This design comes from an exercise in tuning for small area, a short achievable clock period and few clock cycles per item on the open sky130 flow, not from production work. At most, simulation tests tie the RTL to the original design; equivalence was not proved. Power and IR drop assume default switching activity.

// DatapathPipelined
module DatapathPipelined (
  input         clk,
  input         rst,
  output [31:0] pc_to_imem,
  input  [31:0] inst_from_imem,
  output [31:0] addr_to_dmem,
  input  [31:0] load_data_from_dmem,
  output [31:0] store_data_to_dmem,
  output [ 3:0] store_we_to_dmem,
  output        halt,
  output [31:0] trace_writeback_pc,
  output [31:0] trace_writeback_inst
);
  reg  [31:2] f_pc;
  reg         d_valid;
  reg  [31:2] d_pc;
  reg  [31:0] d_inst;
  reg         x_valid;
  reg  [31:2] x_pc;
  reg  [31:0] x_inst;
  reg  [31:0] x_a, x_b, x_sd;
  reg         x_cin;
  reg  [ 4:0] x_rd;
  reg  [ 2:0] x_f3;
  reg         x_wr, x_load, x_store, x_br, x_pred, x_jalr, x_halt, x_md;
  reg         x_sel_add, x_sel_slt, x_sel_xor, x_sel_or, x_sel_and;
  reg         x_sel_sll, x_sel_sr, x_sel_link, x_sra;
  reg         m_wr, m_load, m_md;
  reg  [ 4:0] m_rd;
  reg  [ 2:0] m_f3;
  reg  [31:0] m_res, m_sd;
  reg  [ 3:0] m_we;
  reg         w_wr, w_load;
  reg  [ 4:0] w_rd;
  reg  [ 2:0] w_f3;
  reg  [ 1:0] w_off;
  reg  [31:0] w_reg;
  reg  [31:2] t_pc;
  reg  [31:0] t_inst;
  reg         t_halt;
  wire [31:0] md_res;
  ...
clock: 20.0 ns
lec_check: 0
cap_margin: 20
cell_pad_in_sites_detail_placement: 1
cell_pad_in_sites_global_placement: 2
core_margin: 2
core_utilization: 30
place_density: 0.5
slew_margin: 20
run.sh (not shown) runs the stock make flow with config.mk's settings and CLKGATE_MAP_FILE= SYNTH_SCRIPT=/design/flow/synth_recipe.tcl, a recipe that flattens the netlist after the stock synthesis.
Change:
==> flow/flow/run.sh (new file) <==
#!/bin/bash
# Standard ORFS layout (the standard.sh, standard synthesis), with the
# timing repair steps asked for extra setup slack so that they also shorten
# the achieved clock period. Constraints and clock period are unchanged.
set -euo pipefail
MARGIN=13.5
bash standard.sh SETUP_SLACK_MARGIN=$MARGIN finish > flow_make.log 2>&1
==> flow/standard.sh (new file) <==
#!/bin/bash
# synth_recipe.tcl (not shown) runs the flow's synth.tcl, then flattens the netlist and writes it again
# the make line also repeats each setting of config.mk as NAME=value (left out here)
make -C /OpenROAD-flow-scripts/flow DESIGN_CONFIG=/design/flow/config.mk WORK_HOME=/design/flow/orfs CLKGATE_MAP_FILE= SYNTH_SCRIPT=/design/flow/synth_recipe.tcl "${@:-finish}"
removed: flow/run.sh
After rerunning: With this change the flow reached the layout checks and failed them: max-capacitance violations, max-slew violations; non-clock buffer count climbs by 16; global-route usage climbs by 0.30 points; setup slack is better by 1400 ps; clock skew drops by 20 ps.
No functional check of the RTL was part of any run of this note.


DatapathPipelined, a different RTL version from the one above (not shown whole).
Size in the first run: ~1,500 flip-flops, roughly 230 I/O pins, about 95,000 um2 of cells after synthesis.
==> flow/config.mk <==
export PLATFORM = sky130hd
export DESIGN_NAME = DatapathPipelined
export DESIGN_NICKNAME = DatapathPipelined
export VERILOG_FILES = /design/flow/design.v
export SDC_FILE = /design/flow/constraint.sdc
export NUM_CORES = 4
export LEC_CHECK = 0
export CAP_MARGIN = 20
export CELL_PAD_IN_SITES_DETAIL_PLACEMENT = 1
export CELL_PAD_IN_SITES_GLOBAL_PLACEMENT = 2
export CORE_MARGIN = 2
export CORE_UTILIZATION = 40
export PLACE_DENSITY = 0.55
export SLEW_MARGIN = 20
==> flow/constraint.sdc <==
create_clock -name core_clock -period 20.0 [get_ports {clk}]
set_input_delay 4.0000 -clock core_clock [delete_from_list [all_inputs] [get_ports {clk}]]
set_output_delay 4.0000 -clock core_clock [all_outputs]
set_load 0.01 [all_outputs]
standard.sh (not shown) runs the stock make flow with config.mk's settings and CLKGATE_MAP_FILE= SYNTH_SCRIPT=/design/flow/synth_recipe.tcl, a recipe that flattens the netlist after the stock synthesis.
==> flow/flow/run.sh <==
#!/bin/bash
# Standard ORFS layout (the standard.sh, standard synthesis), with the
# timing repair steps asked for extra setup slack so that they also shorten
# the achieved clock period. Constraints and clock period are unchanged.
# Gate cloning is skipped: a cloned driver was left over its slew limit.
# Ports are buffered with buf_2 cells; the clock tree uses small clock buffers.
set -euo pipefail
bash standard.sh SETUP_SLACK_MARGIN=14 SKIP_GATE_CLONING=1 TNS_END_PERCENT=100 \
  "BUFFER_PORTS_ARGS=-buffer_cell sky130_fd_sc_hd__buf_2" \
  "CTS_BUF_LIST=sky130_fd_sc_hd__clkbuf_4 sky130_fd_sc_hd__clkbuf_8" finish > flow_make.log 2>&1
Testbench counts at the start, summed over its fixed seeds: cycles 215,663, instrs 148,298.
Change:
Settings changed: CORE_UTILIZATION 40 to 30, PLACE_DENSITY 0.55 to 0.5.
After rerunning: The new run finished with timing, DRC and antenna clean; cell area rose by 3.3%; via count goes down by 1.8%; clock skew went down by 0.095 ns; final cell count is higher by 9.0%; die area went up by 33%; wire length climbs by 14%; worst hold slack improved by 0.012 ns; clock-buffer cell count rose by 15.


## alpha
DatapathPipelined, a different RTL version from the one above (not shown whole).
For scale: roughly 8,900 cells after synthesis, about 93,000 µm² of cells after synthesis.
==> flow/config.mk <==
export PLATFORM = sky130hd
export DESIGN_NAME = DatapathPipelined
export DESIGN_NICKNAME = DatapathPipelined
export VERILOG_FILES = /design/flow/design.v
export SDC_FILE = /design/flow/constraint.sdc
export NUM_CORES = 4
export LEC_CHECK = 0
export CAP_MARGIN = 30
export CELL_PAD_IN_SITES_DETAIL_PLACEMENT = 1
export CELL_PAD_IN_SITES_GLOBAL_PLACEMENT = 2
export CORE_MARGIN = 2
export CORE_UTILIZATION = 45
export CTS_CLUSTER_DIAMETER = 80
export CTS_CLUSTER_SIZE = 24
export PLACE_DENSITY = 0.6
export SLEW_MARGIN = 30
==> flow/constraint.sdc <==
create_clock -name core_clock -period 20.0 [get_ports {clk}]
set_input_delay 4.0000 -clock core_clock [delete_from_list [all_inputs] [get_ports {clk}]]
set_output_delay 4.0000 -clock core_clock [all_outputs]
set_load 0.01 [all_outputs]
==> flow/flow/run.sh <==
#!/bin/bash
# Standard ORFS layout (the standard.sh, standard synthesis), with the
# timing repair steps asked for extra setup slack so that they also shorten
# the achieved clock period. Constraints and clock period are unchanged.
# Gate cloning is skipped: a cloned driver was left over its slew limit.
# Ports are buffered with buf_2 cells; the clock tree uses small clock buffers.
set -euo pipefail
bash standard.sh SETUP_SLACK_MARGIN=14 SKIP_GATE_CLONING=1 TNS_END_PERCENT=100 \
  "BUFFER_PORTS_ARGS=-buffer_cell sky130_fd_sc_hd__buf_2" \
  "CTS_BUF_LIST=sky130_fd_sc_hd__clkbuf_8 sky130_fd_sc_hd__clkbuf_16" finish > flow_make.log 2>&1
Testbench counts of alpha, summed over its fixed seeds: cycles 218,843, instrs 148,298.
Relative to alpha, the following input files were edited for beta:
# alpha
export LEC_CHECK = 0
export CAP_MARGIN = 30
export CELL_PAD_IN_SITES_DETAIL_PLACEMENT = 1
export CELL_PAD_IN_SITES_GLOBAL_PLACEMENT = 2
export CORE_MARGIN = 2
export CORE_UTILIZATION = 45
export CTS_CLUSTER_DIAMETER = 80
export CTS_CLUSTER_SIZE = 24
export PLACE_DENSITY = 0.6
export SLEW_MARGIN = 30
create_clock -name core_clock -period 20.0 [get_ports {clk}]
# beta
export LEC_CHECK = 0
export CAP_MARGIN = 20
export CELL_PAD_IN_SITES_DETAIL_PLACEMENT = 1
export CELL_PAD_IN_SITES_GLOBAL_PLACEMENT = 2
export CORE_MARGIN = 2
export CORE_UTILIZATION = 30
export PLACE_DENSITY = 0.5
export SLEW_MARGIN = 20
create_clock -name core_clock -period 20.0 [get_ports {clk}]
==> flow/flow/run.sh <==
#!/bin/bash
# Standard ORFS layout (the standard.sh, standard synthesis), with the
# timing repair steps asked for extra setup slack so that they also shorten
# the achieved clock period. Constraints and clock period are unchanged.
# Gate cloning is skipped: a cloned driver was left over its slew limit.
set -euo pipefail
MARGIN=15
bash standard.sh SETUP_SLACK_MARGIN=$MARGIN SKIP_GATE_CLONING=1 finish > flow_make.log 2>&1
### Flow results
- On actual slew at the worst max-slew pin, the higher figure sits with beta, not alpha.
- beta against alpha: total wire length went up; clock share of power higher; final-layout worst hold slack now sits higher; clock period minus final worst setup slack went down 0.19 ns; post-layout total power increased about 17%.
- beta ended up with md.dv[16] as its launching instance or port of the critical path; alpha ended up with d_inst[22].
- Every run in the comparison, beta and alpha, completed the flow with a clean layout.
Changes in gamma relative to beta:
# beta
export LEC_CHECK = 0
export CAP_MARGIN = 20
export CELL_PAD_IN_SITES_DETAIL_PLACEMENT = 1
export CELL_PAD_IN_SITES_GLOBAL_PLACEMENT = 2
export CORE_MARGIN = 2
export CORE_UTILIZATION = 30
export PLACE_DENSITY = 0.5
export SLEW_MARGIN = 20
create_clock -name core_clock -period 20.0 [get_ports {clk}]
# gamma
export LEC_CHECK = 0
export CAP_MARGIN = 30
export CELL_PAD_IN_SITES_DETAIL_PLACEMENT = 1
export CELL_PAD_IN_SITES_GLOBAL_PLACEMENT = 2
export CORE_MARGIN = 2
export CORE_UTILIZATION = 45
export CTS_CLUSTER_DIAMETER = 80
export CTS_CLUSTER_SIZE = 24
export PLACE_DENSITY = 0.6
export SLEW_MARGIN = 30
create_clock -name core_clock -period 20.0 [get_ports {clk}]
--- a/flow/flow/run.sh
+++ b/flow/flow/run.sh
@@ -5,0 +6 @@
+# Ports are buffered with buf_2 cells; the clock tree uses small clock buffers.
@@ -7,2 +8,3 @@
-MARGIN=15
-bash standard.sh SETUP_SLACK_MARGIN=$MARGIN SKIP_GATE_CLONING=1 finish > flow_make.log 2>&1
+bash standard.sh SETUP_SLACK_MARGIN=13.75 SKIP_GATE_CLONING=1 TNS_END_PERCENT=100 \
+  "BUFFER_PORTS_ARGS=-buffer_cell sky130_fd_sc_hd__buf_2" \
+  "CTS_BUF_LIST=sky130_fd_sc_hd__clkbuf_8 sky130_fd_sc_hd__clkbuf_16" finish > flow_make.log 2>&1
==> comparison <==
Having completed the whole flow, gamma delivered a layout that passed the timing, design-rule and antenna checks. gamma vs beta, design area went down by 12%. Multi-input combinational cell area (lower): gamma. | wire length reported by the detailed router | gamma vs beta | 15% lower |. gamma -> beta: part of the total power dissipated in combinational logic flat.
## Diff of input files: delta against gamma
# gamma
export LEC_CHECK = 0
export CAP_MARGIN = 30
export CELL_PAD_IN_SITES_DETAIL_PLACEMENT = 1
export CELL_PAD_IN_SITES_GLOBAL_PLACEMENT = 2
export CORE_MARGIN = 2
export CORE_UTILIZATION = 45
export CTS_CLUSTER_DIAMETER = 80
export CTS_CLUSTER_SIZE = 24
export PLACE_DENSITY = 0.6
export SLEW_MARGIN = 30
create_clock -name core_clock -period 20.0 [get_ports {clk}]
# delta
export LEC_CHECK = 0
export CAP_MARGIN = 20
export CELL_PAD_IN_SITES_DETAIL_PLACEMENT = 1
export CELL_PAD_IN_SITES_GLOBAL_PLACEMENT = 2
export CORE_MARGIN = 2
export CORE_UTILIZATION = 30
export PLACE_DENSITY = 0.5
export SLEW_MARGIN = 20
create_clock -name core_clock -period 20.0 [get_ports {clk}]
--- a/flow/flow/run.sh
+++ b/flow/flow/run.sh
@@ -8 +8 @@
-bash standard.sh SETUP_SLACK_MARGIN=13.75 SKIP_GATE_CLONING=1 TNS_END_PERCENT=100 \
+bash standard.sh SETUP_SLACK_MARGIN=14 SKIP_GATE_CLONING=1 TNS_END_PERCENT=100 \
@@ -10 +10 @@
-  "CTS_BUF_LIST=sky130_fd_sc_hd__clkbuf_8 sky130_fd_sc_hd__clkbuf_16" finish > flow_make.log 2>&1
+  "CTS_BUF_LIST=sky130_fd_sc_hd__clkbuf_4 sky130_fd_sc_hd__clkbuf_8" finish > flow_make.log 2>&1
==> comparison <==
delta reached the end of the flow, and the finished layout is clean on the timing, design-rule and antenna checks. Per the final summary, gamma finished and its layout is clean on timing, DRC and antenna. Taking gamma as the reference, in delta number of search-and-repair iterations in the first detailed-routing pass has decreased; utilization after layout has decreased. After detailed routing, gamma needs less wire than delta. Against gamma, number of antenna diodes in delta fell by more than a quarter.
Edits applied to the flow inputs when going from delta to epsilon:
# delta
export LEC_CHECK = 0
export CAP_MARGIN = 20
export CELL_PAD_IN_SITES_DETAIL_PLACEMENT = 1
export CELL_PAD_IN_SITES_GLOBAL_PLACEMENT = 2
export CORE_MARGIN = 2
export CORE_UTILIZATION = 30
export PLACE_DENSITY = 0.5
export SLEW_MARGIN = 20
create_clock -name core_clock -period 20.0 [get_ports {clk}]
# epsilon
export LEC_CHECK = 0
export CAP_MARGIN = 30
export CELL_PAD_IN_SITES_DETAIL_PLACEMENT = 1
export CELL_PAD_IN_SITES_GLOBAL_PLACEMENT = 2
export CORE_MARGIN = 2
export CORE_UTILIZATION = 40
export CTS_CLUSTER_DIAMETER = 80
export CTS_CLUSTER_SIZE = 24
export PLACE_DENSITY = 0.55
export SLEW_MARGIN = 30
create_clock -name core_clock -period 20.0 [get_ports {clk}]
--- a/flow/flow/run.sh
+++ b/flow/flow/run.sh
@@ -10 +10 @@
-  "CTS_BUF_LIST=sky130_fd_sc_hd__clkbuf_4 sky130_fd_sc_hd__clkbuf_8" finish > flow_make.log 2>&1
+  "CTS_BUF_LIST=sky130_fd_sc_hd__clkbuf_8 sky130_fd_sc_hd__clkbuf_16" finish > flow_make.log 2>&1
epsilon went all the way through synthesis, placement and routing and the layout is clean on timing, DRC and antenna. Per the comparison of epsilon with delta, switching power rose by about 5.5%; hold slack fell by 0.020 ns; worst setup margin fell by 0.11 ns; share of the clock period used by the worst path rose by 0.54 points; worst max-slew margin expressed relative to the limit rose by 6.7 points.

[static timing again, ports no longer ideal]
Ports are ideal in the flow. The routed layouts listed here were re-timed in OpenROAD. Step 1, drivers: a clkbuf_16 drives clk and a buf_2 each remaining input, both assumed. Step 2 moves the port delays by t, midway between the first and last clock arrival at a register: inputs arrive t later, outputs are due t later. That takes back most of the time a late clock gives input paths. Three values: ideal, step 1, step 2; two values: the first two.
run	t, ns	slack for setup (ns)	slew at the worst register clock pin (ns)
the first run of note 1	0.999	11.975 / 11.975 / 11.975	0.08 / 0.08
the second run of note 1	0.978	13.340 / 13.340 / 13.340	0.07 / 0.07
the first run of note 2	1.155	13.803 / 13.815 / 12.737	0.08 / 0.08
the second run of note 2	1.167	13.765 / 13.765 / 12.882	0.07 / 0.07
alpha	0.912	13.949 / 13.949 / 13.949	0.11 / 0.11
beta	0.981	14.138 / 14.138 / 13.747	0.07 / 0.07
gamma	0.915	13.703 / 13.703 / 13.703	0.11 / 0.11
delta	1.118	14.058 / 13.952 / 13.825	0.07 / 0.07
epsilon	0.893	13.951 / 13.951 / 13.951	0.11 / 0.11
For the first run of note 2, which loses most, drivers alone change the setup slack by +0.012 ns; drivers and shift together by -1.066 ns.
